This design comes from an exercise in tuning for small area on the open sky130 flow, not from production work.
The RTL was checked by simulation tests, not by an equivalence proof against the original design.
Power and IR drop assume default switching activity.

## vga_display
module vga_display(
    input wire clk, reset,
    input cpu_isAttacking,
    input wire [3:0] p1_health_out, cpu_health_out,
    input wire [3:0] keyboard_input,
    output wire hSync, vSync,
    output wire [11:0] VGA
    );
For scale: roughly 24 flip-flops, about 29 I/O pins, ~2900 sq um of cells after synthesis.
export LEC_CHECK = 0
export CAP_MARGIN = 20
export CORE_MARGIN = 2
export CORE_UTILIZATION = 50
export CTS_BUF_LIST = sky130_fd_sc_hd__clkbuf_8
export PLACE_DENSITY = 0.6
export SLEW_MARGIN = 20
create_clock -name core_clock -period 10.0 [get_ports {clk}]
standard.sh (not shown) runs the stock make flow with config.mk's settings and CLKGATE_MAP_FILE= SYNTH_SCRIPT=/design/flow/synth_recipe.tcl, a recipe that flattens the netlist after the stock synthesis.
==> flow/flow/run.sh <==
#!/bin/bash
# Own layout flow: the standard ORFS flow (standard.sh), unchanged except that the
# technology-mapping ABC call of the standard synthesis uses an area-oriented script
# (flow/abc_area_own.script) instead of ORFS's delay-oriented one. Registers, their names and
# cell types are those of the standard synthesis. Ports are buffered as in the standard flow, with
# the smallest buffer (buf_1) instead of ORFS's default choice. ORFS writes each tool's log under
# orfs/logs/; make's own output goes to flow_make.log here.
set -euo pipefail
W=$(pwd)
{
  echo "proc abc {args} {"
  echo "  set i [lsearch -exact \$args -script]"
  echo "  if {\$i >= 0} { lset args [expr {\$i + 1}] $W/flow/abc_area_own.script }"
  echo "  yosys abc {*}\$args"
  echo "}"
  cat "$W/synth_recipe.tcl"
} > "$W/own_synth.tcl"
sed "s#SYNTH_SCRIPT=[^ ]*#SYNTH_SCRIPT=$W/own_synth.tcl#" "$W/standard.sh" > "$W/own_standard.sh"
grep -q "SYNTH_SCRIPT=$W/own_synth.tcl" "$W/own_standard.sh"
export BUFFER_PORTS_ARGS="-buffer_cell sky130_fd_sc_hd__buf_1"
bash "$W/own_standard.sh" > "$W/flow_make.log" 2>&1
==> flow/flow/abc_area_own.script <==
strash
dch -f
amap
topo
Edit:
==> flow/flow/run.sh (replaced) <==
#!/bin/bash
# Own layout flow: the standard ORFS flow (standard.sh) with three changes to synthesis and
# placement, none to the registers (their names and cell types are the standard synthesis's):
#  - the technology-mapping ABC call uses an area-oriented script (flow/abc_area_own.script)
#    instead of ORFS's delay-oriented one;
#  - half and full adders are left to ABC as plain gates (ADDER_MAP_FILE empty) instead of being
#    mapped to adder cells before ABC;
#  - ports are buffered as in the standard flow, but with the smallest buffer (buf_1).
# ORFS writes each tool's log under orfs/logs/; make's own output goes to flow_make.log here.
set -euo pipefail
W=$(pwd)
{
  echo "proc abc {args} {"
  echo "  set i [lsearch -exact \$args -script]"
  echo "  if {\$i >= 0} { lset args [expr {\$i + 1}] $W/flow/abc_area_own.script }"
  echo "  yosys abc {*}\$args"
  echo "}"
  cat "$W/synth_recipe.tcl"
} > "$W/own_synth.tcl"
sed "s#SYNTH_SCRIPT=[^ ]*#SYNTH_SCRIPT=$W/own_synth.tcl ADDER_MAP_FILE=#" "$W/standard.sh" > "$W/own_standard.sh"
grep -q "SYNTH_SCRIPT=$W/own_synth.tcl" "$W/own_standard.sh"
export BUFFER_PORTS_ARGS="-buffer_cell sky130_fd_sc_hd__buf_1"
bash "$W/own_standard.sh" > "$W/flow_make.log" 2>&1
Settings changed: CAP_MARGIN 20 to 5, SLEW_MARGIN 20 to 5.
Total power hardly moves.
Hold slack got worse by 0.011 ns.
Worst setup slack got worse by 0.044 ns.
Clock skew hardly moves.
Via count goes down by 1.1%.
Wire length goes down by 1.0%.
Die area goes down by 4.6%.
Register-to-register slack got worse by 0.14 ns.
Edit:
Settings changed: CAP_MARGIN 5 to 20, SLEW_MARGIN 5 to 20.
What happened:
- The changed run completed with no timing, DRC or antenna violations
- core utilization is unchanged
- hold slack does not change
- non-clock buffer count does not change
- area after synthesis stays the same
Edit:
==> flow/flow/run.sh (replaced) <==
#!/bin/bash
# Own layout flow: the standard ORFS flow (standard.sh), unchanged except that the
# technology-mapping ABC call of the standard synthesis uses an area-oriented script
# (flow/abc_area_own.script) instead of ORFS's delay-oriented one. Registers, their names and
# cell types are those of the standard synthesis. Half and full adders are left to ABC as plain
# gates (ADDER_MAP_FILE empty) instead of being mapped to adder cells before ABC. Ports are buffered as in the standard flow, with
# the smallest buffer (buf_1) instead of ORFS's default choice. ORFS writes each tool's log under
# orfs/logs/; make's own output goes to flow_make.log here.
set -euo pipefail
W=$(pwd)
{
  echo "proc abc {args} {"
  echo "  set i [lsearch -exact \$args -script]"
  echo "  if {\$i >= 0} { lset args [expr {\$i + 1}] $W/flow/abc_area_own.script }"
  echo "  yosys abc {*}\$args"
  echo "}"
  cat "$W/synth_recipe.tcl"
} > "$W/own_synth.tcl"
sed "s#SYNTH_SCRIPT=[^ ]*#SYNTH_SCRIPT=$W/own_synth.tcl ADDER_MAP_FILE=#" "$W/standard.sh" > "$W/own_standard.sh"
grep -q "SYNTH_SCRIPT=$W/own_synth.tcl" "$W/own_standard.sh"
export BUFFER_PORTS_ARGS="-buffer_cell sky130_fd_sc_hd__buf_1"
bash "$W/own_standard.sh" > "$W/flow_make.log" 2>&1
Outcome: The changed run went through all stages and came out clean; clock skew is unchanged; utilization stays the same; cell area is unchanged.

==> what the ideal ports hide <==
The results above use ideal ports. As a check the final layouts listed here were re-extracted and re-timed, cells and wires unchanged. Step 1 sets driving cells, clkbuf_16 on the clock port and buf_2 on the other inputs (assumed; they add their load-dependent delay and slew). Step 2 times the ports against the registers' clock, not the clock port: input delays grow and output delays shrink by t, the midpoint of the rising clock arrivals with the driver on. Slacks: ideal ports / drivers / drivers and shift; pairs: ideal ports / drivers.
run | t, ns | setup slack, ns | worst register clock-pin slew, ns
the first run | 0.284 | 0.540 / 0.517 / 0.517 | 0.08 / 0.08
the second run | 0.284 | 0.497 / 0.476 / 0.476 | 0.08 / 0.08
the third run | 0.284 | 0.497 / 0.476 / 0.476 | 0.08 / 0.08
the fourth run | 0.284 | 0.497 / 0.476 / 0.476 | 0.08 / 0.08
After both steps setup and hold are still met in every run listed. For the first run, which loses most, drivers alone change the setup slack by -0.023 ns; drivers and shift together by -0.023 ns.
